What follows belongs to an exercise in optimizing a design on an open flow for small area and a short achievable clock period; a production flow would make more cautious choices. Function was checked by simulation only, so behaviour that the tests miss may differ from the original.

**flow/flow/run.sh**
```bash
#!/bin/bash
# Own flow: the standard layout (standard.sh, unchanged ORFS scripts and
# settings) with its own synthesis script, flow/own_synth.tcl (see there).
# Floorplan, power grid, placement, clock tree and routing are the standard
# flow's.  Each make step writes its full log under orfs/logs/; the make
# output itself goes to standard.log here.
set -euo pipefail
sed -E "s#SYNTH_SCRIPT=[^ ]+#SYNTH_SCRIPT=$PWD/flow/own_synth.tcl SETUP_SLACK_MARGIN=9.8#" standard.sh > own_standard.sh
grep -q "SYNTH_SCRIPT=$PWD/flow/own_synth.tcl" own_standard.sh
bash own_standard.sh > standard.log 2>&1
```
**flow/flow/abc_area.script**
```
strash
dch
amap
topo
stime -c
buffer -c
upsize -c
dnsize -c
```
**flow/flow/abc_fast.script**
```
strash
dch
map -B 0.9
topo
stime -c
buffer -c
upsize -c
dnsize -c
```
**flow/flow/own_synth.tcl**
```tcl
set own_dir [file dirname [file normalize [info script]]]
proc synth {args} {
  if {[lsearch -exact $args "fine:"] >= 0} {
    yosys synth -nofsm -noshare -noabc {*}$args
  } else {
    yosys synth -nofsm -noshare {*}$args
  }
}
proc extract_fa {args} { yosys extract_fa {*}$args fm_mul_prod }
proc keep_hierarchy {args} {
  foreach m {fm_add fm_mul_prod fm_mul_round} { yosys setattr -mod -set keep_hierarchy 1 $m }
}
proc abc {args} {
  global own_dir
  set i [expr {[lsearch -exact $args -script] + 1}]
  yosys abc {*}[lreplace $args $i $i $own_dir/abc_fast.script] fm_add
  yosys abc {*}[lreplace $args $i $i $own_dir/abc_area.script] fm_mul_prod fm_mul_round fp16MAC
}
source $::env(SCRIPTS_DIR)/synth.tcl
# left out here: clear keep_hierarchy, flatten, clean up, hide names made inside functions, write 1_2_yosys.v
```
**flow/standard.sh**
```bash
#!/bin/bash
# synth_recipe.tcl (not shown) runs the flow's synth.tcl, then flattens the netlist and writes it again
# the make line also repeats each setting of config.mk as NAME=value (left out here)
make -C /OpenROAD-flow-scripts/flow DESIGN_CONFIG=/design/flow/config.mk WORK_HOME=/design/flow/orfs CLKGATE_MAP_FILE= SYNTH_SCRIPT=/design/flow/synth_recipe.tcl "${@:-finish}"
```
**flow/config.mk**
```make
export PLATFORM = sky130hd
export DESIGN_NAME = fp16MAC
export DESIGN_NICKNAME = fp16MAC
export VERILOG_FILES = /design/flow/design.v
export SDC_FILE = /design/flow/constraint.sdc
export NUM_CORES = 4
export LEC_CHECK = 0
export ABC_AREA = 1
export CAP_MARGIN = 20
export CORE_MARGIN = 2
export CORE_UTILIZATION = 55
export SLEW_MARGIN = 20
export SYNTH_HIERARCHICAL = 1
```
**flow/constraint.sdc**
```tcl
create_clock -name core_clock -period 15.5 [get_ports {CLK}]
set_input_delay 3.1000 -clock core_clock [delete_from_list [all_inputs] [get_ports {CLK}]]
set_output_delay 3.1000 -clock core_clock [all_outputs]
set_load 0.01 [all_outputs]
```
**flow/design.v**
```verilog
module fm_sk #(parameter N = 8) (a, b, cin, sum, cout);
	input  [N-1:0] a, b;
	input          cin;
	output [N-1:0] sum;
	output         cout;
	localparam L = (N >= 16) ? 5 : (N >= 8) ? 4 : (N >= 4) ? 3 : (N >= 2) ? 2 : 1;
	wire [N:0] g0 = {a & b, cin};
	wire [N:0] p0 = {a ^ b, 1'b0};
	wire [N:0] g [0:L];
	wire [N:0] p [0:L];
	assign g[0] = g0;
	assign p[0] = p0;
	genvar l, i;
	generate
		for (l = 0; l < L; l = l + 1) begin : lv
			for (i = 0; i <= N; i = i + 1) begin : bt
				if (((i >> l) & 1) == 1) begin : comb
					localparam integer J = ((i >> l) << l) - 1;
					assign g[l+1][i] = g[l][i] | (p[l][i] & g[l][J]);
					assign p[l+1][i] = p[l][i] & p[l][J];
				end else begin : pass
					assign g[l+1][i] = g[l][i];
					assign p[l+1][i] = p[l][i];
				end
			end
		end
	endgenerate
	assign sum  = p0[N:1] ^ g[L][N-1:0];
	assign cout = g[L][N];
endmodule
module fm_inc #(parameter N = 8) (a, inc, sum, cout);
	input  [N-1:0] a;
	input          inc;
	output [N-1:0] sum;
	output         cout;
	wire [N:0] c;
	assign c[0] = inc;
	genvar i;
	generate
		for (i = 1; i <= N; i = i + 1) begin : bt
			assign c[i] = inc & (&a[i-1:0]);
		end
	endgenerate
	assign sum  = a ^ c[N-1:0];
	assign cout = c[N];
endmodule
module fm_mul_pre(a, b, s, e, c);
	input  [15:0] a, b;
	output        s;
	output [4:0]  e;
	output [1:0]  c;
	wire za  = ~|a[14:0];
	wire zb  = ~|b[14:0];
	wire ia  = &a[14:10];
	wire ib  = &b[14:10];
	wire nan = (ia & |a[9:0]) | (ib & |b[9:0]);
	wire z   = za | zb;
	wire i   = ia | ib;
	assign s = a[15] ^ b[15];
	assign e = a[14:10] + b[14:10];
	assign c = (nan | (z & i)) ? 2'd3 : z ? 2'd0 : i ? 2'd2 : 2'd1;
endmodule
module fm_mul_prod(ma, mb, m, st);
	input  [9:0]  ma, mb;
	output [12:0] m;
	output        st;
	wire pp_0_0 = ma[0] & mb[0];
	wire pp_0_1 = ma[0] & mb[1];
	wire pp_0_2 = ma[0] & mb[2];
	wire pp_0_3 = ma[0] & mb[3];
	wire pp_0_4 = ma[0] & mb[4];
	wire pp_0_5 = ma[0] & mb[5];
	wire pp_0_6 = ma[0] & mb[6];
	wire pp_0_7 = ma[0] & mb[7];
	wire pp_0_8 = ma[0] & mb[8];
	wire pp_0_9 = ma[0] & mb[9];
	wire pp_1_0 = ma[1] & mb[0];
	wire pp_1_1 = ma[1] & mb[1];
	wire pp_1_2 = ma[1] & mb[2];
	wire pp_1_3 = ma[1] & mb[3];
	wire pp_1_4 = ma[1] & mb[4];
	wire pp_1_5 = ma[1] & mb[5];
	wire pp_1_6 = ma[1] & mb[6];
	wire pp_1_7 = ma[1] & mb[7];
	wire pp_1_8 = ma[1] & mb[8];
	wire pp_1_9 = ma[1] & mb[9];
	wire pp_2_0 = ma[2] & mb[0];
	wire pp_2_1 = ma[2] & mb[1];
	wire pp_2_2 = ma[2] & mb[2];
	wire pp_2_3 = ma[2] & mb[3];
	wire pp_2_4 = ma[2] & mb[4];
	wire pp_2_5 = ma[2] & mb[5];
	wire pp_2_6 = ma[2] & mb[6];
	wire pp_2_7 = ma[2] & mb[7];
	wire pp_2_8 = ma[2] & mb[8];
	wire pp_2_9 = ma[2] & mb[9];
	wire pp_3_0 = ma[3] & mb[0];
	wire pp_3_1 = ma[3] & mb[1];
	wire pp_3_2 = ma[3] & mb[2];
	wire pp_3_3 = ma[3] & mb[3];
	wire pp_3_4 = ma[3] & mb[4];
	wire pp_3_5 = ma[3] & mb[5];
	wire pp_3_6 = ma[3] & mb[6];
	wire pp_3_7 = ma[3] & mb[7];
	wire pp_3_8 = ma[3] & mb[8];
	wire pp_3_9 = ma[3] & mb[9];
	wire pp_4_0 = ma[4] & mb[0];
	wire pp_4_1 = ma[4] & mb[1];
	wire pp_4_2 = ma[4] & mb[2];
	wire pp_4_3 = ma[4] & mb[3];
	wire pp_4_4 = ma[4] & mb[4];
	wire pp_4_5 = ma[4] & mb[5];
	wire pp_4_6 = ma[4] & mb[6];
	wire pp_4_7 = ma[4] & mb[7];
	wire pp_4_8 = ma[4] & mb[8];
	wire pp_4_9 = ma[4] & mb[9];
	wire pp_5_0 = ma[5] & mb[0];
	wire pp_5_1 = ma[5] & mb[1];
	wire pp_5_2 = ma[5] & mb[2];
	wire pp_5_3 = ma[5] & mb[3];
	wire pp_5_4 = ma[5] & mb[4];
	wire pp_5_5 = ma[5] & mb[5];
	wire pp_5_6 = ma[5] & mb[6];
	wire pp_5_7 = ma[5] & mb[7];
	wire pp_5_8 = ma[5] & mb[8];
	wire pp_5_9 = ma[5] & mb[9];
	wire pp_6_0 = ma[6] & mb[0];
	wire pp_6_1 = ma[6] & mb[1];
	wire pp_6_2 = ma[6] & mb[2];
	wire pp_6_3 = ma[6] & mb[3];
	wire pp_6_4 = ma[6] & mb[4];
	wire pp_6_5 = ma[6] & mb[5];
	wire pp_6_6 = ma[6] & mb[6];
	wire pp_6_7 = ma[6] & mb[7];
	wire pp_6_8 = ma[6] & mb[8];
	wire pp_6_9 = ma[6] & mb[9];
	wire pp_7_0 = ma[7] & mb[0];
	wire pp_7_1 = ma[7] & mb[1];
	wire pp_7_2 = ma[7] & mb[2];
	wire pp_7_3 = ma[7] & mb[3];
	wire pp_7_4 = ma[7] & mb[4];
	wire pp_7_5 = ma[7] & mb[5];
	wire pp_7_6 = ma[7] & mb[6];
	wire pp_7_7 = ma[7] & mb[7];
	wire pp_7_8 = ma[7] & mb[8];
	wire pp_7_9 = ma[7] & mb[9];
	wire pp_8_0 = ma[8] & mb[0];
	wire pp_8_1 = ma[8] & mb[1];
	wire pp_8_2 = ma[8] & mb[2];
	wire pp_8_3 = ma[8] & mb[3];
	wire pp_8_4 = ma[8] & mb[4];
	wire pp_8_5 = ma[8] & mb[5];
	wire pp_8_6 = ma[8] & mb[6];
	wire pp_8_7 = ma[8] & mb[7];
	wire pp_8_8 = ma[8] & mb[8];
	wire pp_8_9 = ma[8] & mb[9];
	wire pp_9_0 = ma[9] & mb[0];
	wire pp_9_1 = ma[9] & mb[1];
	wire pp_9_2 = ma[9] & mb[2];
	wire pp_9_3 = ma[9] & mb[3];
	wire pp_9_4 = ma[9] & mb[4];
	wire pp_9_5 = ma[9] & mb[5];
	wire pp_9_6 = ma[9] & mb[6];
	wire pp_9_7 = ma[9] & mb[7];
	wire pp_9_8 = ma[9] & mb[8];
	wire pp_9_9 = ma[9] & mb[9];
	wire hs0 = pp_0_9 ^ pp_1_8;
	wire hc0 = pp_0_9 & pp_1_8;
	wire fs1 = ma[0] ^ pp_1_9 ^ pp_2_8;
	wire fc1 = (ma[0] & pp_1_9) | (ma[0] & pp_2_8) | (pp_1_9 & pp_2_8);
	wire hs2 = pp_3_7 ^ pp_4_6;
	wire hc2 = pp_3_7 & pp_4_6;
	wire fs3 = ma[1] ^ pp_2_9 ^ pp_3_8;
	wire fc3 = (ma[1] & pp_2_9) | (ma[1] & pp_3_8) | (pp_2_9 & pp_3_8);
	wire hs4 = pp_4_7 ^ pp_5_6;
	wire hc4 = pp_4_7 & pp_5_6;
	wire fs5 = ma[2] ^ pp_3_9 ^ pp_4_8;
	wire fc5 = (ma[2] & pp_3_9) | (ma[2] & pp_4_8) | (pp_3_9 & pp_4_8);
	wire hs6 = pp_0_6 ^ pp_1_5;
	wire hc6 = pp_0_6 & pp_1_5;
	wire fs7 = pp_0_7 ^ pp_1_6 ^ pp_2_5;
	wire fc7 = (pp_0_7 & pp_1_6) | (pp_0_7 & pp_2_5) | (pp_1_6 & pp_2_5);
	wire hs8 = pp_3_4 ^ pp_4_3;
	wire hc8 = pp_3_4 & pp_4_3;
	wire fs9 = pp_0_8 ^ pp_1_7 ^ pp_2_6;
	wire fc9 = (pp_0_8 & pp_1_7) | (pp_0_8 & pp_2_6) | (pp_1_7 & pp_2_6);
	wire fs10 = pp_3_5 ^ pp_4_4 ^ pp_5_3;
	wire fc10 = (pp_3_5 & pp_4_4) | (pp_3_5 & pp_5_3) | (pp_4_4 & pp_5_3);
	wire hs11 = pp_6_2 ^ pp_7_1;
	wire hc11 = pp_6_2 & pp_7_1;
	wire fs12 = hs0 ^ pp_2_7 ^ pp_3_6;
	wire fc12 = (hs0 & pp_2_7) | (hs0 & pp_3_6) | (pp_2_7 & pp_3_6);
	wire fs13 = pp_4_5 ^ pp_5_4 ^ pp_6_3;
	wire fc13 = (pp_4_5 & pp_5_4) | (pp_4_5 & pp_6_3) | (pp_5_4 & pp_6_3);
	wire fs14 = pp_7_2 ^ pp_8_1 ^ pp_9_0;
	wire fc14 = (pp_7_2 & pp_8_1) | (pp_7_2 & pp_9_0) | (pp_8_1 & pp_9_0);
	wire fs15 = hc0 ^ fs1 ^ hs2;
	wire fc15 = (hc0 & fs1) | (hc0 & hs2) | (fs1 & hs2);
	wire fs16 = pp_5_5 ^ pp_6_4 ^ pp_7_3;
	wire fc16 = (pp_5_5 & pp_6_4) | (pp_5_5 & pp_7_3) | (pp_6_4 & pp_7_3);
	wire fs17 = pp_8_2 ^ pp_9_1 ^ mb[0];
	wire fc17 = (pp_8_2 & pp_9_1) | (pp_8_2 & mb[0]) | (pp_9_1 & mb[0]);
	wire fs18 = fc1 ^ hc2 ^ fs3;
	wire fc18 = (fc1 & hc2) | (fc1 & fs3) | (hc2 & fs3);
	wire fs19 = hs4 ^ pp_6_5 ^ pp_7_4;
	wire fc19 = (hs4 & pp_6_5) | (hs4 & pp_7_4) | (pp_6_5 & pp_7_4);
	wire fs20 = pp_8_3 ^ pp_9_2 ^ mb[1];
	wire fc20 = (pp_8_3 & pp_9_2) | (pp_8_3 & mb[1]) | (pp_9_2 & mb[1]);
	wire fs21 = fc3 ^ hc4 ^ fs5;
	wire fc21 = (fc3 & hc4) | (fc3 & fs5) | (hc4 & fs5);
	wire fs22 = pp_5_7 ^ pp_6_6 ^ pp_7_5;
	wire fc22 = (pp_5_7 & pp_6_6) | (pp_5_7 & pp_7_5) | (pp_6_6 & pp_7_5);
	wire fs23 = pp_8_4 ^ pp_9_3 ^ mb[2];
	wire fc23 = (pp_8_4 & pp_9_3) | (pp_8_4 & mb[2]) | (pp_9_3 & mb[2]);
	wire fs24 = fc5 ^ ma[3] ^ pp_4_9;
	wire fc24 = (fc5 & ma[3]) | (fc5 & pp_4_9) | (ma[3] & pp_4_9);
	wire fs25 = pp_5_8 ^ pp_6_7 ^ pp_7_6;
	wire fc25 = (pp_5_8 & pp_6_7) | (pp_5_8 & pp_7_6) | (pp_6_7 & pp_7_6);
	wire fs26 = pp_8_5 ^ pp_9_4 ^ mb[3];
	wire fc26 = (pp_8_5 & pp_9_4) | (pp_8_5 & mb[3]) | (pp_9_4 & mb[3]);
	wire fs27 = ma[4] ^ pp_5_9 ^ pp_6_8;
	wire fc27 = (ma[4] & pp_5_9) | (ma[4] & pp_6_8) | (pp_5_9 & pp_6_8);
	wire fs28 = pp_7_7 ^ pp_8_6 ^ pp_9_5;
	wire fc28 = (pp_7_7 & pp_8_6) | (pp_7_7 & pp_9_5) | (pp_8_6 & pp_9_5);
	wire fs29 = ma[5] ^ pp_6_9 ^ pp_7_8;
	wire fc29 = (ma[5] & pp_6_9) | (ma[5] & pp_7_8) | (pp_6_9 & pp_7_8);
	wire hs30 = pp_0_4 ^ pp_1_3;
	wire hc30 = pp_0_4 & pp_1_3;
	wire fs31 = pp_0_5 ^ pp_1_4 ^ pp_2_3;
	wire fc31 = (pp_0_5 & pp_1_4) | (pp_0_5 & pp_2_3) | (pp_1_4 & pp_2_3);
	wire hs32 = pp_3_2 ^ pp_4_1;
	wire hc32 = pp_3_2 & pp_4_1;
	wire fs33 = hs6 ^ pp_2_4 ^ pp_3_3;
	wire fc33 = (hs6 & pp_2_4) | (hs6 & pp_3_3) | (pp_2_4 & pp_3_3);
	wire fs34 = pp_4_2 ^ pp_5_1 ^ pp_6_0;
	wire fc34 = (pp_4_2 & pp_5_1) | (pp_4_2 & pp_6_0) | (pp_5_1 & pp_6_0);
	wire fs35 = hc6 ^ fs7 ^ hs8;
	wire fc35 = (hc6 & fs7) | (hc6 & hs8) | (fs7 & hs8);
	wire fs36 = pp_5_2 ^ pp_6_1 ^ pp_7_0;
	wire fc36 = (pp_5_2 & pp_6_1) | (pp_5_2 & pp_7_0) | (pp_6_1 & pp_7_0);
	wire fs37 = fc7 ^ hc8 ^ fs9;
	wire fc37 = (fc7 & hc8) | (fc7 & fs9) | (hc8 & fs9);
	wire fs38 = fs10 ^ hs11 ^ pp_8_0;
	wire fc38 = (fs10 & hs11) | (fs10 & pp_8_0) | (hs11 & pp_8_0);
	wire fs39 = fc9 ^ fc10 ^ hc11;
	wire fc39 = (fc9 & fc10) | (fc9 & hc11) | (fc10 & hc11);
	wire fs40 = fs12 ^ fs13 ^ fs14;
	wire fc40 = (fs12 & fs13) | (fs12 & fs14) | (fs13 & fs14);
	wire fs41 = fc12 ^ fc13 ^ fc14;
	wire fc41 = (fc12 & fc13) | (fc12 & fc14) | (fc13 & fc14);
	wire fs42 = fs15 ^ fs16 ^ fs17;
	wire fc42 = (fs15 & fs16) | (fs15 & fs17) | (fs16 & fs17);
	wire fs43 = fc15 ^ fc16 ^ fc17;
	wire fc43 = (fc15 & fc16) | (fc15 & fc17) | (fc16 & fc17);
	wire fs44 = fs18 ^ fs19 ^ fs20;
	wire fc44 = (fs18 & fs19) | (fs18 & fs20) | (fs19 & fs20);
	wire fs45 = fc18 ^ fc19 ^ fc20;
	wire fc45 = (fc18 & fc19) | (fc18 & fc20) | (fc19 & fc20);
	wire fs46 = fs21 ^ fs22 ^ fs23;
	wire fc46 = (fs21 & fs22) | (fs21 & fs23) | (fs22 & fs23);
	wire fs47 = fc21 ^ fc22 ^ fc23;
	wire fc47 = (fc21 & fc22) | (fc21 & fc23) | (fc22 & fc23);
	wire fs48 = fs24 ^ fs25 ^ fs26;
	wire fc48 = (fs24 & fs25) | (fs24 & fs26) | (fs25 & fs26);
	wire fs49 = fc24 ^ fc25 ^ fc26;
	wire fc49 = (fc24 & fc25) | (fc24 & fc26) | (fc25 & fc26);
	wire fs50 = fs27 ^ fs28 ^ mb[4];
	wire fc50 = (fs27 & fs28) | (fs27 & mb[4]) | (fs28 & mb[4]);
	wire fs51 = fc27 ^ fc28 ^ fs29;
	wire fc51 = (fc27 & fc28) | (fc27 & fs29) | (fc28 & fs29);
	wire fs52 = pp_8_7 ^ pp_9_6 ^ mb[5];
	wire fc52 = (pp_8_7 & pp_9_6) | (pp_8_7 & mb[5]) | (pp_9_6 & mb[5]);
	wire fs53 = fc29 ^ ma[6] ^ pp_7_9;
	wire fc53 = (fc29 & ma[6]) | (fc29 & pp_7_9) | (ma[6] & pp_7_9);
	wire fs54 = pp_8_8 ^ pp_9_7 ^ mb[6];
	wire fc54 = (pp_8_8 & pp_9_7) | (pp_8_8 & mb[6]) | (pp_9_7 & mb[6]);
	wire fs55 = ma[7] ^ pp_8_9 ^ pp_9_8;
	wire fc55 = (ma[7] & pp_8_9) | (ma[7] & pp_9_8) | (pp_8_9 & pp_9_8);
	wire hs56 = pp_0_3 ^ pp_1_2;
	wire hc56 = pp_0_3 & pp_1_2;
	wire fs57 = hs30 ^ pp_2_2 ^ pp_3_1;
	wire fc57 = (hs30 & pp_2_2) | (hs30 & pp_3_1) | (pp_2_2 & pp_3_1);
	wire fs58 = hc30 ^ fs31 ^ hs32;
	wire fc58 = (hc30 & fs31) | (hc30 & hs32) | (fs31 & hs32);
	wire fs59 = fc31 ^ hc32 ^ fs33;
	wire fc59 = (fc31 & hc32) | (fc31 & fs33) | (hc32 & fs33);
	wire fs60 = fc33 ^ fc34 ^ fs35;
	wire fc60 = (fc33 & fc34) | (fc33 & fs35) | (fc34 & fs35);
	wire fs61 = fc35 ^ fc36 ^ fs37;
	wire fc61 = (fc35 & fc36) | (fc35 & fs37) | (fc36 & fs37);
	wire fs62 = fc37 ^ fc38 ^ fs39;
	wire fc62 = (fc37 & fc38) | (fc37 & fs39) | (fc38 & fs39);
	wire fs63 = fc39 ^ fc40 ^ fs41;
	wire fc63 = (fc39 & fc40) | (fc39 & fs41) | (fc40 & fs41);
	wire fs64 = fc41 ^ fc42 ^ fs43;
	wire fc64 = (fc41 & fc42) | (fc41 & fs43) | (fc42 & fs43);
	wire fs65 = fc43 ^ fc44 ^ fs45;
	wire fc65 = (fc43 & fc44) | (fc43 & fs45) | (fc44 & fs45);
	wire fs66 = fc45 ^ fc46 ^ fs47;
	wire fc66 = (fc45 & fc46) | (fc45 & fs47) | (fc46 & fs47);
	wire fs67 = fc47 ^ fc48 ^ fs49;
	wire fc67 = (fc47 & fc48) | (fc47 & fs49) | (fc48 & fs49);
	wire fs68 = fc49 ^ fc50 ^ fs51;
	wire fc68 = (fc49 & fc50) | (fc49 & fs51) | (fc50 & fs51);
	wire fs69 = fc51 ^ fc52 ^ fs53;
	wire fc69 = (fc51 & fc52) | (fc51 & fs53) | (fc52 & fs53);
	wire fs70 = fc53 ^ fc54 ^ fs55;
	wire fc70 = (fc53 & fc54) | (fc53 & fs55) | (fc54 & fs55);
	wire fs71 = fc55 ^ ma[8] ^ pp_9_9;
	wire fc71 = (fc55 & ma[8]) | (fc55 & pp_9_9) | (ma[8] & pp_9_9);
	wire hs72 = pp_0_2 ^ pp_1_1;
	wire hc72 = pp_0_2 & pp_1_1;
	wire fs73 = hs56 ^ pp_2_1 ^ pp_3_0;
	wire fc73 = (hs56 & pp_2_1) | (hs56 & pp_3_0) | (pp_2_1 & pp_3_0);
	wire fs74 = hc56 ^ fs57 ^ pp_4_0;
	wire fc74 = (hc56 & fs57) | (hc56 & pp_4_0) | (fs57 & pp_4_0);
	wire fs75 = fc57 ^ fs58 ^ pp_5_0;
	wire fc75 = (fc57 & fs58) | (fc57 & pp_5_0) | (fs58 & pp_5_0);
	wire fs76 = fc58 ^ fs59 ^ fs34;
	wire fc76 = (fc58 & fs59) | (fc58 & fs34) | (fs59 & fs34);
	wire fs77 = fc59 ^ fs60 ^ fs36;
	wire fc77 = (fc59 & fs60) | (fc59 & fs36) | (fs60 & fs36);
	wire fs78 = fc60 ^ fs61 ^ fs38;
	wire fc78 = (fc60 & fs61) | (fc60 & fs38) | (fs61 & fs38);
	wire fs79 = fc61 ^ fs62 ^ fs40;
	wire fc79 = (fc61 & fs62) | (fc61 & fs40) | (fs62 & fs40);
	wire fs80 = fc62 ^ fs63 ^ fs42;
	wire fc80 = (fc62 & fs63) | (fc62 & fs42) | (fs63 & fs42);
	wire fs81 = fc63 ^ fs64 ^ fs44;
	wire fc81 = (fc63 & fs64) | (fc63 & fs44) | (fs64 & fs44);
	wire fs82 = fc64 ^ fs65 ^ fs46;
	wire fc82 = (fc64 & fs65) | (fc64 & fs46) | (fs65 & fs46);
	wire fs83 = fc65 ^ fs66 ^ fs48;
	wire fc83 = (fc65 & fs66) | (fc65 & fs48) | (fs66 & fs48);
	wire fs84 = fc66 ^ fs67 ^ fs50;
	wire fc84 = (fc66 & fs67) | (fc66 & fs50) | (fs67 & fs50);
	wire fs85 = fc67 ^ fs68 ^ fs52;
	wire fc85 = (fc67 & fs68) | (fc67 & fs52) | (fs68 & fs52);
	wire fs86 = fc68 ^ fs69 ^ fs54;
	wire fc86 = (fc68 & fs69) | (fc68 & fs54) | (fs69 & fs54);
	wire fs87 = fc69 ^ fs70 ^ mb[7];
	wire fc87 = (fc69 & fs70) | (fc69 & mb[7]) | (fs70 & mb[7]);
	wire fs88 = fc70 ^ fs71 ^ mb[8];
	wire fc88 = (fc70 & fs71) | (fc70 & mb[8]) | (fs71 & mb[8]);
	wire fs89 = fc71 ^ ma[9] ^ mb[9];
	wire fc89 = (fc71 & ma[9]) | (fc71 & mb[9]) | (ma[9] & mb[9]);
	wire [21:0] ra = {1'b0, fc89, fc88, fc87, fc86, fc85, fc84, fc83, fc82, fc81, fc80, fc79, fc78, fc77, fc76, fc75, fc74, fc73, hc72, hs72, pp_0_1, pp_0_0};
	wire [21:0] rb = {1'b0, 1'b1, fs89, fs88, fs87, fs86, fs85, fs84, fs83, fs82, fs81, fs80, fs79, fs78, fs77, fs76, fs75, fs74, fs73, pp_2_0, pp_1_0, 1'b0};
	wire [21:0] p = ra + rb;
	assign m  = p[21:9];
	assign st = |p[8:0];
endmodule
module fm_mul_round(s, e, c, m, st, p);
	input         s;
	input  [4:0]  e;
	input  [1:0]  c;
	input  [12:0] m;      
	input         st;     
	output [15:0] p;
	wire hi = m[12];
	wire r  = hi ? m[1] : m[0];
	wire g  = hi ? m[2] : m[1];
	wire sk = st | (hi & m[0]);
	wire up = r & (g | sk);
	wire [10:0] k  = hi ? m[12:2] : m[11:1];
	wire [11:0] kp = {1'b0, k} + up;
	wire        cy = hi | kp[11];
	wire [9:0]  f  = kp[11] ? kp[10:1] : kp[9:0];
	wire [4:0]  ex = e + {3'b100, cy, ~cy};         
	reg [14:0] mag;
	always @(*) begin
		case (c)
			2'd0: mag = 15'h0000;
			2'd1: mag = {ex, f};
			2'd2: mag = 15'h7c00;
			default: mag = 15'h7c01;
		endcase
	end
	assign p = {s, mag};
endmodule
module fm_add(A, B, Y);
	input  [15:0] A, B;
	output [15:0] Y;
	wire       sA = A[15], sB = B[15];
	wire [4:0] eA = A[14:10], eB = B[14:10];
	wire [9:0] mA = A[9:0],   mB = B[9:0];
	wire zA  = ~|eA;
	wire zB  = ~|eB;
	wire iA  = &eA;
	wire iB  = &eB;
	wire nan = (iA & |mA) | (iB & |mB);
	wire sub = sA ^ sB;
	wire [4:0] dab, dba;
	wire       cab, cba;
	fm_sk #(5) u_dab(.a(eA), .b(~eB), .cin(1'b1), .sum(dab), .cout(cab));    
	fm_sk #(5) u_dba(.a(eB), .b(~eA), .cin(1'b1), .sum(dba), .cout(cba));    
	wire [9:0] mdum;
	wire       cm;
	fm_sk #(10) u_mc(.a(mA), .b(~mB), .cin(1'b1), .sum(mdum), .cout(cm));    
	wire       d0   = cab & cba;
	wire       ge   = cab;                       
	wire       gm   = cab & (~cba | cm);         
	wire [4:0] d    = ge ? dab : dba;
	wire [4:0] emax = ge ? eA : eB;
	wire [10:0] Mbig = gm ? {1'b1, mA} : {1'b1, mB};
	wire [10:0] Msm  = gm ? {1'b1, mB} : {1'b1, mA};
	wire        sbig = gm ? sA : sB;
	wire [21:0] yal = {Msm, 11'b0} >> d;
	wire        st8 = |yal[8:0];
	wire        st9 = st8 | yal[9];
	wire        st10 = st9 | yal[10];
	wire [11:0] H;
	wire        Hc;
	fm_sk #(12) u_h(.a({1'b0, Mbig}), .b({12{sub}} ^ {1'b0, yal[21:11]}), .cin(sub & ~st10), .sum(H), .cout(Hc));
	wire        R10 = yal[10] ^ (sub & st9);
	wire        R9  = yal[9]  ^ (sub & st8);
	wire        n0 = H[11];
	wire        n1 = ~H[11] & H[10];
	wire        n2 = ~H[11] & ~H[10];
	wire [10:0] fk = ({11{n0}} & H[11:1]) | ({11{n1}} & H[10:0]) | ({11{n2}} & {H[9:0], R10});
	wire        fr = (n0 & H[0]) | (n1 & R10) | (n2 & R9);
	wire        fg = (n0 & H[1]) | (n1 & H[0]) | (n2 & R10);
	wire        fs = (n0 & st10) | (n1 & st9) | (n2 & st8);
	wire        fup = fr & (fg | fs);
	wire [10:0] fkp;
	wire        fov;
	fm_inc #(11) u_fi(.a(fk), .inc(fup), .sum(fkp), .cout(fov));
	wire [4:0]  emp1, emp2, emm1;
	wire        dc0, dc1, dc2;
	fm_inc #(5) u_e1(.a(emax), .inc(1'b1), .sum(emp1), .cout(dc0));
	fm_inc #(5) u_e2(.a(emp1), .inc(1'b1), .sum(emp2), .cout(dc1));
	fm_sk  #(5) u_e3(.a(emax), .b(5'b11111), .cin(1'b0), .sum(emm1), .cout(dc2));
	wire [4:0]  fe = n0 ? (fov ? emp2 : emp1) :
	                 n1 ? (fov ? emp1 : emax) :
	                      (fov ? emax : emm1);
	wire [14:0] far_mag = {fe, fkp[9:0]};
	wire [11:0] T = {H[10:0], R10};
	reg [3:0] lz;
	always @(*) begin
		casez (T[10:0])
			11'b1??????????: lz = 4'd0;
			11'b01?????????: lz = 4'd1;
			11'b001????????: lz = 4'd2;
			11'b0001???????: lz = 4'd3;
			11'b00001??????: lz = 4'd4;
			11'b000001?????: lz = 4'd5;
			11'b0000001????: lz = 4'd6;
			11'b00000001???: lz = 4'd7;
			11'b000000001??: lz = 4'd8;
			default:         lz = 4'd9;
		endcase
	end
	wire [10:0] V  = T[10:0] << lz;
	wire [4:0]  en;
	wire        enc;
	fm_sk #(5) u_en(.a(emax), .b(~{1'b0, lz}), .cin(1'b0), .sum(en), .cout(enc));    
	wire        nv = V[10];
	wire [15:0] near_res = nv ? {sbig, en, V[9:0]} : {6'b0, V[9:0]};
	wire        near_sel = sub & (d0 | ((d == 5'd1) & ~T[11]));
	wire [15:0] normal = near_sel ? near_res : {sbig, far_mag};
	assign Y = nan ? 16'h7c01 :
	           zA  ? B :
	           zB  ? A :
	           (iA | iB) ? (sub ? 16'h7c01 : {sA, 15'h7c00}) :
	           normal;
endmodule
module fp16MAC(a, b, acc, CLK, RESETn);
	input [15:0] a, b;
	input CLK, RESETn;
	output reg [15:0] acc;
	wire        pre_s;
	wire [4:0]  pre_e;
	wire [1:0]  pre_c;
	fm_mul_pre u_pre(.a(a), .b(b), .s(pre_s), .e(pre_e), .c(pre_c));
	reg        in_s;
	reg [1:0]  in_c;
	reg [4:0]  in_e;
	reg [9:0]  in_ma, in_mb;
	wire [12:0] mul_m;
	wire        mul_st;
	fm_mul_prod u_prod(.ma(in_ma), .mb(in_mb), .m(mul_m), .st(mul_st));
	reg        md_s;
	reg [1:0]  md_c;
	reg [4:0]  md_e;
	reg [12:0] md_m;
	reg        md_st;
	wire [15:0] prod_w;
	fm_mul_round u_rnd(.s(md_s), .e(md_e), .c(md_c), .m(md_m), .st(md_st), .p(prod_w));
	reg [15:0] prod;
	wire [15:0] sum_w;
	fm_add u_add(.A(acc), .B(prod), .Y(sum_w));
	always @(posedge CLK, negedge RESETn) begin
		if (!RESETn) begin
			in_s <= 1'b0;
			in_c <= 2'd0;
			md_s <= 1'b0;
			md_c <= 2'd0;
			prod <= 16'd0;
			acc  <= 16'd0;
		end else begin
			in_s <= pre_s;
			in_c <= pre_c;
			md_s <= in_s;
			md_c <= in_c;
			prod <= prod_w;
			acc  <= sum_w;
		end
	end
	always @(posedge CLK) begin
		in_e  <= pre_e;
		in_ma <= a[9:0];
		in_mb <= b[9:0];
		md_e  <= in_e;
		md_m  <= mul_m;
		md_st <= mul_st;
	end
endmodule
```
==> results of run 1 <==
-- critical path: cells and delay by family (launching register included) --
kind	cells	cell delay, ns
AOI/OAI and AO/OA	2	0.34
xor gates and xnor gates	1	0.15
buffers and inverters	4	0.44
DFF	1	0.45
and+or+nand+nor	32	3.79
-- logic make-up (layout without fill, tap and decap cells) --
group / Yosys count / after routing / synth area share [%]
AND/OR/NAND/NOR: 843 / 845 / 37.7
buffers and inverters: 213 / 232 / 9.01
XOR/XNOR: 25 / 25 / 2.15
flip-flops: 82 / 82 / 17.4
AO/OA/AOI/OAI: 249 / 249 / 14.8
adder cells (fa/ha/maj): 110 / 110 / 18.9
-- flip-flops by register name, summed over array words and instances, names as in the netlist --
register and count:
acc 16, prod 16, md_m 13, in_ma 10
in_mb 10, in_e 5, md_e 5, in_c 2
md_c 2, in_s 1, md_s 1, md_st 1
-- repair_timing --
action | CTS | global route
pin swaps | 0 | 4
resized for setup | 4 | 32
setup buffers | 0 | 1
endpoints found under the setup margin | 16 | 16
gates cloned | 0 | 2
-- metrics by stage --
step                      cells  cell area (µm²)  setup WS [ns]
after floorplan            1522            10500          10.97
after global placement     1758            11000           9.64
after detailed placement   1758            11000           9.47
after CTS                  1774            11300           9.81
after global routing       1777            11400           9.77
final                      1777            11400          10.22
-- synthesized netlist by cell type, types with 3 or more instances --
| master | instances | share of area (%) |
|---|---|---|
| nor2_2 | 12 | 0.71 |
| a21oi_1 | 71 | 3.4 |
| nand2_1 | 332 | 12 |
| ha_1 | 29 | 3.5 |
| o21ai_0 | 54 | 2.6 |
| clkinv_1 | 24 | 0.86 |
| a21oi_2 | 5 | 0.42 |
| a21o_1 | 3 | 0.21 |
| nand3_1 | 147 | 7.0 |
| dfxtp_1 | 44 | 8.4 |
| buf_2 | 8 | 0.38 |
| o21a_1 | 9 | 0.64 |
| nor2_1 | 217 | 7.7 |
| nand3_2 | 11 | 1.0 |
| nor3_1 | 11 | 0.52 |
| a22o_1 | 3 | 0.25 |
| buf_4 | 20 | 1.4 |
| nor2_4 | 9 | 0.96 |
| inv_1 | 105 | 3.8 |
| a211oi_1 | 7 | 0.50 |
| buf_6 | 8 | 0.86 |
| nand2_2 | 33 | 2.0 |
| o31ai_1 | 6 | 0.43 |
| or2_2 | 4 | 0.24 |
| clkbuf_1 | 11 | 0.39 |
| inv_2 | 35 | 1.3 |
| o21ai_1 | 37 | 1.8 |
| or2_1 | 3 | 0.18 |
| nor4_1 | 6 | 0.36 |
| o211ai_1 | 3 | 0.21 |
| xnor2_1 | 4 | 0.33 |
| dfrtp_1 | 38 | 9.0 |
| o22ai_1 | 12 | 0.71 |
| nand4_1 | 24 | 1.4 |
| xor2_1 | 20 | 1.7 |
| o21ai_2 | 7 | 0.58 |
| fa_1 | 81 | 15 |
| a31oi_1 | 9 | 0.54 |
| nand2_4 | 12 | 1.3 |
-- modules after synthesis, one instance, submodules excluded --
module,area (µm²),flops+latches
fm_mul_round,455,0
fp16MAC,2120,82
fm_add,4740,0
fm_mul_prod,3200,0
-- per-layer routing --
layer / share of wire, % / routed length (µm) / track usage, % / vias up
li1: - / - / - / 5039
met1: 41 / 11900 / 34.0 / 4760
met2: 51 / 14900 / 53.1 / 308
met3: 4.1 / 1200 / 2.89 / 77
met4: 3.9 / 1150 / 13.1 / 0
met5: 0 / 0 / 0 / -
-- final cells by class --
| class | instances | area (µm²) | share of cell area [%] |
|---|---|---|---|
| Multi-Input combinational cell | 1229 | 7870 | 68.8 |
| Clock buffer | 9 | 225 | 1.97 |
| Tap cell | 234 | 293 | 2.56 |
| Sequential cell | 82 | 1840 | 16.0 |
| Clock inverter | 7 | 72.6 | 0.634 |
| Timing Repair Buffer | 51 | 500 | 4.37 |
| Inverter | 165 | 646 | 5.64 |
-- worst max path at each step --
stage             start  slack [ns]       end
2_1_floorplan  in_ma[3]       10.97  md_m[11]
3_3_place_gp    acc[10]        9.64    acc[8]
3_5_place_dp   prod[10]        9.47    acc[8]
4_1_cts         acc[12]        9.81   acc[11]
5_1_grt         acc[12]        9.77   acc[14]
6_report        acc[11]       10.22    acc[7]
==> qor.txt, run 1 <==
status = no timing/DRC/antenna violations
path depth of the worst reg2reg path = 39
Synth Instances = 1522
Crit Path Category = reg2reg
Worst Path Required = 15.76 ns
Synth Register Bits = 82
CTS sink cnt = 82
gp weighted congestion = 0.980
final wirelength = 29200 µm
Critical Path Most Common Cell = nand2_1
Worst EP arrival = 5.54 ns
Hold Buf Count CTS = 0
first-pass GRT wire length = 46900 µm
synthesized area per cell = 6.91 µm²
Layout area overhead = 8.92%
Synth Cell Area = 0.0105 mm²
Hold Path End = md_e[1]
Initial Util = 56.2%
Avg WL per Cell = 16.4 µm
EDFF count, synth = 0
hold slack = 0.328 ns
DRC viols = 0
dpl hpwl = 23600 µm
core footprint = 0.0187 mm²
Final Hold Fails = 0
Main synth FF type = dfxtp_1
port bufs = 49
Final TNS setup = 0 ns
fin crit share = 34.1%
die area = 0.0202 mm²
maximum fanout along the worst path = 17
chip width = 142 µm
CP startpoint kind = flop
H-tree levels = 3
min-delay worst type = reg2reg
Antenna diodes = 0
CTS Root Cell = clkbuf_16
worst skew pair latency = 0.34 ns
largest net degree at the start of global routing = 39
Die H = 142 µm
via count = 10200
Layout Skew = 0.00640 ns
Row Count = 50
drt initial violations = 548
syn nets = 1666
vias per inst = 5.73
Clock Tree Buf Depth = 2
antenna violations before repair = 0
Rel. slew slack = 43.0%
FFs w/ async S/R, synth = 46.3%
fin nets = 1682
Max Cap Violations = 0
unrepaired setup endpoints after global routing = yes
antenna-violating nets left = 0
Hold Path Cell Cnt = 0
Slew @ Worst Pin = 0.856 ns
CP max stage cell = dfrtp_2
register area share after synthesis = 17.4%
Critical Path Sink Type = flop
total iterations of the first detailed-routing run = 5
HP Start = in_e[1]
vias in the first global route = 9813
GRT Total Usage = 28.9%
most common cell after layout, fill and taps aside = nand2_1
IO Pins = 50
Reg2Reg Setup Slack = 10.22 ns
Slew Limit Fails = 0
gr ovfl total = 0
f_max = 189 MHz
Tmin final = 5.28 ns
CTS tree = done
Synth cell types = 80
CTS clk-pin slew, worst paths = 0.07 ns
yosys warns = 12
reg2reg end = acc[7]
fillers = 1772
TritonCTS Buffers = 9
Slowest Stage Delay on Critical Path = 0.45 ns
Reg2Reg Launch Point = acc[11]
Core Util, Final = 61.2%
most frequent cells in the layout = nand2_1 (328), nor2_1 (215), nand3_1 (146)
share of cells above drive strength 1 = 12.4%
final setup fails = 0
==> run 2, diff against run 1 <==
==> flow/flow/abc_fast.script (replaced) <==
strash
balance
rewrite
refactor
balance
rewrite -z
refactor -z
balance
rewrite -z
refactor -z
balance
dch
map -B 0.9
topo
stime -c
buffer -c
upsize -c
dnsize -c
==> run 2 against run 1 <==
Compared with the run above:
- via count shrank 2.7%
- routed wire length grew 0.59%
- synthesized cell count shrank 4.3%
- clock skew grew 0.0029 ns
- final area shrank 2.3%
- critical path depth is the same
- sequential share of layout area grew 0.40 points
- hold slack gained 0.0016 ns
- global-route usage grew 1.0 points
- first-iteration DRC count grew 44%
- critical endpoint is now acc[3]
==> qor.txt, run 2 <==
Final TNS setup = 0 ns (unchanged)
yosys warns = 12 (unchanged)
Crit Path Category = reg2reg
CP max stage cell = dfrtp_2
Synth Area in Adders = 19.7% (+0.82 points)
fillers = 1739 (-1.9%)
Hold Buf Count CTS = 0 (unchanged)
TritonCTS Buffers = 9 (unchanged)
CP startpoint kind = flop
Antenna diodes = 0 (unchanged)
register area share after synthesis = 18.2% (+0.76 points)
Critical Path Most Common Cell = nand2_1
xor-xnor portion of the synthesized cell area = 1.74% (-0.42 points)
Post-synth top cells = nand2_1 (357), nor2_1 (193), nand3_1 (131)
Synth Cell Area = 0.0101 mm² (-4.2%)
Layout area overhead = 11.0%
min-delay worst type = reg2reg
drt initial violations = 788 (+44%)
unrepaired setup endpoints after global routing = yes
Clock Tree Buf Depth = 2 (unchanged)
Worst EP arrival = 5.53 ns (about the same)
gr ovfl total = 0 (unchanged)
Initial Util = 56.1% (-0.12 points)
vias in the first global route = 9518 (-3.0%)
antenna violations before repair = 0 (unchanged)
dpl hpwl = 23700 µm (+0.23%)
leading registers by flop count = acc: 16 flops, prod: 16 flops, md_m: 13 flops
via count = 9910 (-2.7%)
Slowest Stage Delay on Critical Path = 0.45 ns (about the same)
Max Cap Violations = 0 (unchanged)
most common cell after layout, fill and taps aside = nand2_1
FFs w/ async S/R, synth = 46.3% (unchanged)
most frequent cells in the layout = nand2_1 (347), nor2_1 (193), nand3_1 (128)
Slew Limit Fails = 0 (unchanged)
DRC viols = 0 (unchanged)
Final Hold Fails = 0 (unchanged)
EDFF count, synth = 0 (unchanged)
Main synth FF type = dfxtp_1
worst skew pair latency = 0.34 ns (about the same)
CTS clk-pin slew, worst paths = 0.06 ns (about the same)
maximum fanout along the worst path = 25 (+8)
core footprint = 0.0180 mm² (-4.0%)
Die H = 139 µm (-2.1%)
fin nets = 1633 (-2.9%)
first-pass GRT wire length = 47100 µm (+0.28%)
Critical Path Sink Type = flop
Synth Instances = 1457 (-4.3%)
largest family of logic cells by synthesized area = simple AND/OR/NAND/NOR gates
CTS Root Cell = clkbuf_16
chip width = 139 µm (-2.1%)
largest net degree at the start of global routing = 39 (unchanged)
Synth cell types = 74 (-7.5%)
Tmin final = 5.28 ns (-0.00140 ns)
top cell type's share of synthesized area = 16.1% (+0.67 points)
Worst Path Required = 15.75 ns (about the same)
H-tree levels = 3 (unchanged)
Synth Register Bits = 82 (unchanged)
Synth area leader = fa_1
main area contributors after synthesis = fa_1 (16%), nand2_1 (13%), dfrtp_1 (9.4%)
top-count cell post-synth = nand2_1
simple-gate portion of the synthesized area = 36.2% (-1.5 points)
GRT Total Usage = 29.9% (+1.0 points)
IO Pins = 50 (unchanged)
gp weighted congestion = 0.976 (-0.45%)
fin crit share = 34.0% (about the same)
syn nets = 1601 (-3.9%)
CTS sink cnt = 82 (unchanged)
Slew @ Worst Pin = 0.925 ns (+0.0697 ns)
status = no timing/DRC/antenna violations
final wirelength = 29300 µm (+0.59%)
Row Count = 49 (-2.0%)
Synth Area in Compound Gates = 15.3% (+0.51 points)
total iterations of the first detailed-routing run = 8 (+3)
CTS tree = done
Avg WL per Cell = 17.0 µm (+3.7%)
hold slack = 0.329 ns (+0.00156 ns)
f_max = 190 MHz (about the same)
vias per inst = 5.75 (+0.36%)
share of cells above drive strength 1 = 11.4% (-1.1 points)
die area = 0.0194 mm² (-4.1%)
Layout Skew = 0.00934 ns (+0.00295 ns)
Rel. slew slack = 38.3% (-4.6 points)
synthesized area per cell = 6.91 µm² (about the same)
antenna-violating nets left = 0 (unchanged)
port bufs = 49 (unchanged)
final setup fails = 0 (unchanged)
mux cell area share after synthesis = 0% (unchanged)
==> run 2: changes by cell type after synthesis, moves of 6 or more <==
cell / change
o21ai_2: -6
inv_2: -17
nor2_1: -24
nand2_2: -10
o211ai_1: +7
nand3_1: -16
nand4_1: -8
nand2_1: +25
o21ai_1: -8
nand2_4: -7
o21ai_0: +8
==> run 2: modules after synthesis, one instance, submodules excluded <==
module	cell area [µm²]	flip-flops and latches	times used	cells
fm_add	4300	0	1	882
fm_mul_prod	3200	0	1	365
fm_mul_round	455	0	1	73
fp16MAC	2120	82	1	137
==> run 2: final cells by class <==
class	count	area (µm²)	area share (%)
clock buffer	11	275	2.46
sequential	82	1840	16.5
inverter	147	569	5.09
clock inverter	5	72.6	0.649
multi-input combinational	1183	7520	67.3
tap	229	287	2.56
timing repair buffer	66	613	5.48
==> run 2: per-stage QoR <==
| stage | utilization, % | cell area, µm² | std cells | setup WS [ns] |
|---|---|---|---|---|
| 6_report | 62.2 | 11200 | 1723 | 10.22 |
| 3_3_place_gp | 58.5 | 10500 | 1688 | 9.56 |
| 3_5_place_dp | 58.5 | 10500 | 1688 | 9.50 |
| 4_1_cts | 60.5 | 10900 | 1704 | 9.71 |
| 5_1_grt | 62.2 | 11200 | 1723 | 9.74 |
| 2_1_floorplan | - | 10100 | 1457 | 10.97 |
==> run 2: what timing repair did <==
action / CTS / global route
endpoints found under the setup margin: 14 / 16
setup buffers: 0 / 16
resized for setup: 3 / 46
gates cloned: 0 / 3
pin swaps: 0 / 7
==> run 2: cells by family after synthesis <==
group                      Yosys count
and+or+nand+nor                    803
AOI/OAI and AO/OA                  250
buffers and inverters              195
adders and majority gates          110
DFF                                 82
xor gates and xnor gates            17
==> run 2: final timing paths <==
path                       cells past startpoint  endpoint  slack [ns]     start
max in group asynchronous                      1  prod[11]       11.97    RESETn
setup reg to reg                              39    acc[3]       10.22  prod[11]
setup / recovery                              39    acc[3]       10.22  prod[11]
hold / removal                                 0   md_e[1]        0.33   in_e[1]
min in group asynchronous                      1   prod[1]        2.89    RESETn
hold reg to reg                                0   md_e[1]        0.33   in_e[1]
==> run 2: per-layer routing <==
layer	vias to the layer above	routed length, µm	GRT usage [%]
li1	4870	-	-
met1	4583	11700	35.7
met2	365	14800	53.5
met3	92	1540	4.03
met4	0	1270	13.6
met5	-	0	0
==> run 2: critical path, delay by kind of cell, from the launching register on <==
kind	cells	cell delay, ns
buf+inv	3	0.39
flops	1	0.45
simple gates	29	2.95
xor+xnor	1	0.34
compound gates	6	1.06
==> run 3, diff against run 2 <==
--- a/flow/design.v
+++ b/flow/design.v
@@ -348,3 +348,5 @@
 	wire [21:0] rb = {1'b0, 1'b1, fs89, fs88, fs87, fs86, fs85, fs84, fs83, fs82, fs81, fs80, fs79, fs78, fs77, fs76, fs75, fs74, fs73, pp_2_0, pp_1_0, 1'b0};
-	wire [21:0] p = ra + rb;
+	wire [21:0] p;
+	wire        pc;
+	fm_sk #(22) u_cpa(.a(ra), .b(rb), .cin(1'b0), .sum(p), .cout(pc));
 	assign m  = p[21:9];
==> run 3 against run 2 <==
Compared with the run above:
- still clean on timing, DRC and antenna
- register-to-register slack lost 0.06 ns
- utilization is essentially flat
- hold slack lost 0.0028 ns
- largest cell class unchanged
- highest routed layer unchanged
==> qor.txt, run 3 <==
register area = 0.00183 mm² (-0.27%)
Crit Path Category = reg2reg
Slew Limit Fails = 0 (unchanged)
f_max = 187 MHz (-1.1%)
path depth of the worst reg2reg path = 17 (-56%)
most common cell after layout, fill and taps aside = nand2_1
Core Util, Final = 62.2% (about the same)
GRT Total Usage = 28.9% (-0.97 points)
HP Start = in_e[4]
antenna-violating nets left = 0 (unchanged)
area post-placement = 0.0104 mm² (-1.6%)
Avg WL per Cell = 16.5 µm (-3.3%)
reg2reg end = md_m[7]
via count = 9724 (-1.9%)
syn nets = 1572 (-1.8%)
CTS clk-pin slew, worst paths = 0.06 ns (about the same)
chip width = 138 µm (-0.82%)
grt met3 use = 3.46% (-0.56 points)
largest net degree at the start of global routing = 39 (unchanged)
vias in the first global route = 9166 (-3.7%)
Synth area leader = fa_1
Tmin final = 5.33 ns (+0.0570 ns)
main area contributors after synthesis = fa_1 (17%), nand2_1 (13%), dfrtp_1 (9.6%)
Max Cap Violations = 0 (unchanged)
fillers = 1722 (-0.98%)
yosys warns = 13 (+1)
Worst EP arrival = 5.56 ns (+0.03 ns)
status = no timing/DRC/antenna violations
Critical Path Sink Type = flop
Clock Tree Buf Depth = 2 (unchanged)
Die H = 138 µm (-0.82%)
synthesized area per cell = 6.94 µm² (+0.46%)
leading registers by flop count = acc: 16 flops, prod: 16 flops, md_m: 13 flops
antenna violations before repair = 0 (unchanged)
met1 GRT Util = 34.5% (-1.2 points)
DRC viols = 0 (unchanged)
busiest grt layer = met2
die area = 0.0191 mm² (-1.6%)
Rel. slew slack = 41.6% (+3.3 points)
Synth Instances = 1426 (-2.1%)
Reg2Reg Setup Slack = 10.17 ns (-0.06 ns)
Post-synth top cells = nand2_1 (352), nor2_1 (194), nand3_1 (131)
vias per inst = 5.70 (-0.84%)
CTS sink cnt = 82 (unchanged)
IO Pins = 50 (unchanged)
unrepaired setup endpoints after global routing = no
TritonCTS Buffers = 9 (unchanged)
CTS Root Cell = clkbuf_16
Row Count = 49 (unchanged)
gp weighted congestion = 0.978 (+0.17%)
Multi-input gate area = 0.00737 mm² (-2.1%)
H-tree levels = 3 (unchanged)
Slew @ Worst Pin = 0.876 ns (-0.0495 ns)
CTS tree = done
worst skew pair latency = 0.35 ns (about the same)
final setup fails = 0 (unchanged)
Hold Buf Count CTS = 0 (unchanged)
CP startpoint kind = flop
Hold Path End = md_e[4]
final wirelength = 28100 µm (-4.3%)
Synth Register Bits = 82 (unchanged)
Final TNS setup = 0 ns (unchanged)
drt initial violations = 648 (-18%)
Layout Skew = 0.00792 ns (-0.00142 ns)
met2 Resource Use GR = 52.9% (-0.62 points)
Reg2Reg Launch Point = in_mb[8]
Final Hold Fails = 0 (unchanged)
core footprint = 0.0178 mm² (-0.68%)
EDFF count, synth = 0 (unchanged)
fin crit share = 34.4% (+0.37 points)
gr ovfl total = 0 (unchanged)
Hold Path Cell Cnt = 0 (unchanged)
top cell type's share of synthesized area = 17.0% (+0.88 points)
Main synth FF type = dfxtp_1
fin nets = 1617 (-0.98%)
Antenna diodes = 0 (unchanged)
most frequent cells in the layout = nand2_1 (344), nor2_1 (193), nand3_1 (127)
Synth cell types = 72 (-2.7%)
Synth Cell Area = 0.00990 mm² (-1.7%)
maximum fanout along the worst path = 10 (-60%)
share of cells above drive strength 1 = 12.1% (+0.68 points)
port bufs = 49 (unchanged)
register area share after synthesis = 18.5% (+0.31 points)
total iterations of the first detailed-routing run = 5 (-3)
Final Cell Area = 0.0111 mm² (-0.75%)
first-pass GRT wire length = 44900 µm (-4.6%)
FFs w/ async S/R, synth = 46.3% (unchanged)
dpl hpwl = 22300 µm (-5.6%)
Worst Path Required = 15.73 ns (-0.02 ns)
min-delay worst type = reg2reg
Initial Util = 55.5% (-0.56 points)
Layout area overhead = 12.1%
top-count cell post-synth = nand2_1
-- run 3: cell types whose count changed in the layout (fill, tap and decap cells not counted), sizes merged, moves of 3 or more --
cell    before  now
o21ai       93   86
o21a         8    2
o22ai       13    8
inv        127  135
nand2      388  383
nand4       17   14
a21oi       73   66
fa          81   84
clkinv      22   25
nor3        10   17
a31oi        9    6
buf         18   25
-- run 3: layout make-up --
cell class	instances	area share (%)
multi-input combinational	1148	66.4
sequential	82	16.5
timing repair buffer	74	6.29
inverter	156	5.42
tap	229	2.58
clock buffer	9	2.03
clock inverter	7	0.744
-- run 3: critical path, stage by stage (launching register included) --
cell and delay (ns):
dfxtp_1 0.37, clkinv_1 0.32, nor2_1 0.28, fa_1 0.46, fa_1 0.49, fa_1 0.46, fa_1 0.53, fa_1 0.42
ha_1 0.34, a21oi_1 0.17, nor2_1 0.09, nor3_1 0.18, o32ai_2 0.12, a41oi_4 0.29, inv_1 0.11, fa_1 0.44
nor2_1 0.09, a21oi_1 0.04
-- run 3: cells by family (layout without fill, tap and decap cells) --
| family | after synthesis | after routing | share of synthesized area (%) |
|---|---|---|---|
| simple gates | 795 | 800 | 36.1 |
| compound gates | 218 | 218 | 13.8 |
| buf+inv | 201 | 246 | 9.19 |
| fa+ha+maj | 112 | 112 | 20.5 |
| flops | 82 | 82 | 18.5 |
| xor+xnor | 18 | 18 | 1.86 |
-- run 3: layer usage --
metal	vias up	part of all wire (%)	wire, µm
met4	0	4.1	1140
li1	4743	-	-
met3	74	4.8	1360
met2	331	51	14400
met5	-	0	0
met1	4576	40	11200
-- run 3: worst max-delay path by stage --
stage	startpoint	endpoint
finish	in_mb[8]	md_m[7]
CTS	prod[11]	acc[11]
detailed placement	acc[14]	acc[11]
floorplan	in_ma[2]	md_m[7]
global placement	acc[13]	acc[9]
global route	acc[11]	acc[13]
-- run 3: per-stage QoR --
step	instances	setup WS, ns	hold slack [ns]
5_1_grt	1705	9.75	0.332
3_5_place_dp	1659	9.45	0.312
3_3_place_gp	1659	9.56	0.313
2_1_floorplan	1426	10.54	0.310
6_report	1705	10.17	0.326
4_1_cts	1676	9.81	0.326
-- run 3: per-module statistics from Yosys, one instance, submodules excluded --
module	flops+latches	cells inside
fm_add	0	882
fm_mul_round	0	79
fm_mul_prod	0	327
fp16MAC	82	138
-- run 3: timing repair --
| action | CTS | global route |
|---|---|---|
| gates resized for setup | 4 | 42 |
| buffers inserted | 0 | 25 |
| setup endpoints to repair | 15 | 17 |
| gates cloned | 1 | 4 |
| pin swaps | 1 | 9 |
==> run 4, diff against run 3 <==
--- a/flow/design.v
+++ b/flow/design.v
@@ -348,5 +348,3 @@
 	wire [21:0] rb = {1'b0, 1'b1, fs89, fs88, fs87, fs86, fs85, fs84, fs83, fs82, fs81, fs80, fs79, fs78, fs77, fs76, fs75, fs74, fs73, pp_2_0, pp_1_0, 1'b0};
-	wire [21:0] p;
-	wire        pc;
-	fm_sk #(22) u_cpa(.a(ra), .b(rb), .cin(1'b0), .sum(p), .cout(pc));
+	wire [21:0] p = ra + rb;
 	assign m  = p[21:9];
--- a/flow/flow/run.sh
+++ b/flow/flow/run.sh
@@ -7,3 +7,3 @@
 set -euo pipefail
-sed -E "s#SYNTH_SCRIPT=[^ ]+#SYNTH_SCRIPT=$PWD/flow/own_synth.tcl SETUP_SLACK_MARGIN=9.8#" standard.sh > own_standard.sh
+sed -E "s#SYNTH_SCRIPT=[^ ]+#SYNTH_SCRIPT=$PWD/flow/own_synth.tcl SETUP_SLACK_MARGIN=10.0#" standard.sh > own_standard.sh
 grep -q "SYNTH_SCRIPT=$PWD/flow/own_synth.tcl" own_standard.sh
==> run 4 against run 3 <==
Compared with the run above:
- first-iteration DRC count up 32%
- global-route usage increased by 1.2 points
- die area grew 1.7%
- still clean
- sequential share of layout area shrank 0.54 points
- highest routed layer unchanged
==> qor.txt, run 4 <==
status = no timing/DRC/antenna violations
most frequent cells in the layout = nand2_1 (339), nor2_1 (192), nand3_1 (120)
Synth area leader = fa_1
H-tree levels = 3 (unchanged)
Worst Path Required = 15.71 ns (-0.02 ns)
via count = 10200 (+4.5%)
fillers = 1670 (-3.0%)
Initial Util = 56.1% (+0.56 points)
Slew Limit Fails = 0 (unchanged)
TritonCTS Buffers = 9 (unchanged)
syn nets = 1601 (+1.8%)
CTS clk-pin slew, worst paths = 0.06 ns (about the same)
Finished Layout Cells = 1746 (+2.4%)
f_max = 196 MHz (+4.6%)
gr ovfl total = 0 (unchanged)
die area = 0.0194 mm² (+1.7%)
fin crit share = 32.9% (-1.5 points)
CTS Root Cell = clkbuf_16
hold slack = 0.329 ns (+0.00281 ns)
Largest delay share family, worst path = simple AND/OR/NAND/NOR gates
top cell type's share of synthesized area = 16.1% (-0.88 points)
Final Hold Fails = 0 (unchanged)
CP startpoint kind = flop
fin nets = 1656 (+2.4%)
Multi-input gate area = 0.00770 mm² (+4.6%)
placed cells = 1688 (+1.7%)
largest net degree at the start of global routing = 39 (unchanged)
main area contributors after synthesis = fa_1 (16%), nand2_1 (13%), dfrtp_1 (9.4%)
Slowest Stage Delay on Critical Path = 0.45 ns (-0.08 ns)
Synth Cell Area = 0.0101 mm² (+1.7%)
min-delay worst type = reg2reg
yosys warns = 12 (-1)
Synth Register Bits = 82 (unchanged)
Critical Path Most Common Cell = nand2_1
Crit Path Category = reg2reg
Synth Instances = 1457 (+2.2%)
Die H = 139 µm (+0.83%)
CTS sink cnt = 82 (unchanged)
final worst slack = 10.40 ns (+0.235 ns)
share of cells above drive strength 1 = 14.6% (+2.5 points)
Final TNS setup = 0 ns (unchanged)
Main synth FF type = dfxtp_1
Rel. slew slack = 38.7% (-2.9 points)
gp weighted congestion = 0.976 (-0.17%)
EDFF count, synth = 0 (unchanged)
synthesized area per cell = 6.91 µm² (-0.46%)
worst skew pair latency = 0.34 ns (about the same)
final setup fails = 0 (unchanged)
Post-synth top cells = nand2_1 (357), nor2_1 (193), nand3_1 (131)
port bufs = 49 (unchanged)
chip width = 139 µm (+0.83%)
IO Pins = 50 (unchanged)
DRC viols = 0 (unchanged)
top-count cell post-synth = nand2_1
Worst EP arrival = 5.31 ns (-0.25 ns)
register area = 0.00184 mm² (+0.55%)
Worst Path Buf+Inv = 3 (+1)
vias in the first global route = 9566 (+4.4%)
antenna violations before repair = 0 (unchanged)
CTS tree = done
Final Cell Area = 0.0115 mm² (+3.9%)
GRT Total Usage = 30.1% (+1.2 points)
core footprint = 0.0180 mm² (+0.69%)
Avg WL per Cell = 17.4 µm (+5.4%)
area post-placement = 0.0105 mm² (+1.6%)
final wirelength = 30300 µm (+8.0%)
Clock Tree Buf Depth = 2 (unchanged)
dpl hpwl = 23700 µm (+6.0%)
maximum fanout along the worst path = 12 (+2)
antenna-violating nets left = 0 (unchanged)
pre-CTS setup slack = 9.50 ns (+0.0486 ns)
Max Cap Violations = 0 (unchanged)
most common cell after layout, fill and taps aside = nand2_1
Layout area overhead = 14.5%
Tmin final = 5.10 ns (-0.235 ns)
unrepaired setup endpoints after global routing = yes
total iterations of the first detailed-routing run = 6 (+1)
Synth cell types = 74 (+2.8%)
Layout Skew = 0.00923 ns (+0.00131 ns)
Row Count = 49 (unchanged)
Core Util, Final = 64.2% (+2.0 points)
CP max stage cell = dfrtp_2
leading registers by flop count = acc: 16 flops, prod: 16 flops, md_m: 13 flops
Slew @ Worst Pin = 0.919 ns (+0.0435 ns)
first-pass GRT wire length = 47400 µm (+5.6%)
Critical Path Sink Type = flop
Hold Buf Count CTS = 0 (unchanged)
drt initial violations = 858 (+32%)
register area share after synthesis = 18.2% (-0.31 points)
vias per inst = 5.82 (+2.1%)
FFs w/ async S/R, synth = 46.3% (unchanged)
Antenna diodes = 0 (unchanged)
-- run 4: cell types whose count changed after synthesis, sizes merged, moves of 3 or more --
cell,before,now
inv,132,124
o21ai,86,93
fa,84,81
nand4,14,17
a31oi,6,9
o21a,2,8
nor3,17,10
o22ai,8,13
nand2,379,385
a21oi,66,73
-- run 4: cell type report --
type                            instances  area share (%)
Inverter                              147            4.92
Timing Repair Buffer                   85            6.80
Multi-Input combinational cell       1187            66.8
Clock inverter                          5           0.629
Tap cell                              229            2.48
Sequential cell                        82            16.0
Clock buffer                           11            2.39
-- run 4: logic make-up (layout without fill, tap and decap cells) --
family,after synthesis,after routing,share of synthesized area (%)
AO/OA/AOI/OAI,250,250,15.3
XOR/XNOR,17,17,1.74
adder cells (fa/ha/maj),110,110,19.7
buffers and inverters,195,248,8.81
flip-flops,82,82,18.2
AND/OR/NAND/NOR,803,810,36.2
-- run 4: worst paths after layout --
check                         start        to  slack [ns]  cells past startpoint
setup / recovery           prod[11]    acc[5]       10.40                     42
hold / removal              in_e[1]   md_e[1]        0.33                      0
setup reg to reg           prod[11]    acc[5]       10.40                     42
hold reg to reg             in_e[1]   md_e[1]        0.33                      0
max in group asynchronous    RESETn  prod[11]       11.97                      1
min in group asynchronous    RESETn   prod[1]        2.88                      1
-- run 4: repair_timing --
action | in CTS | in global routing
pin swaps | 1 | 18
setup buffers | 4 | 31
endpoints found under the setup margin | 16 | 16
cloned | 1 | 6
gates resized for setup | 8 | 81
-- run 4: per-layer routing --
layer  routed length [µm]  GRT usage (%)  vias to the layer above
met5                    0              0                        -
met4                 1390           13.6                        0
met3                 1760           4.06                      100
met2                15200           54.2                      412
met1                12000           35.9                     4736
li1                     -              -                     4917
-- run 4: per-module statistics from Yosys, one instance, submodules excluded --
module        cells inside  flops+latches  area [µm²]  copies in the design
fp16MAC                137             82        2120                     1
fm_mul_round            73              0         455                     1
fm_add                 882              0        4300                     1
fm_mul_prod            365              0        3200                     1

separate check: timing with driven ports:
In the flow no input, the clock included, has a driving cell. The finished layouts below were timed again as built, in two steps.
Step 1 (the two cells are an assumption about what drives the block):
set clk [get_ports {CLK}]
set_driving_cell -lib_cell sky130_fd_sc_hd__clkbuf_16 $clk
set_driving_cell -lib_cell sky130_fd_sc_hd__buf_2 [delete_from_list [all_inputs] $clk]
Step 2 adds t to the input delays and takes it off the output delays; t is the mean of the earliest and latest rising clock arrival at the registers after step 1. Input paths then give back, and output paths get back, about the clock's delay inside the block.
Three values: ideal ports, drivers, drivers and shift; two values: the first two.
run	shift t [ns]	setup slack, ns	clock arrival spread, ns	worst slew at a driven data input, ns	pins driven straight from the clock port
run 1	0.380	10.222 / 10.222 / 10.222	0.006 / 0.006	0.03	1
run 2	0.381	10.224 / 10.224 / 10.224	0.010 / 0.009	0.04	1
run 3	0.386	10.167 / 10.167 / 10.167	0.008 / 0.008	0.03	1
run 4	0.379	10.402 / 10.402 / 10.402	0.009 / 0.009	0.04	1
After both steps every run listed still meets setup and hold.
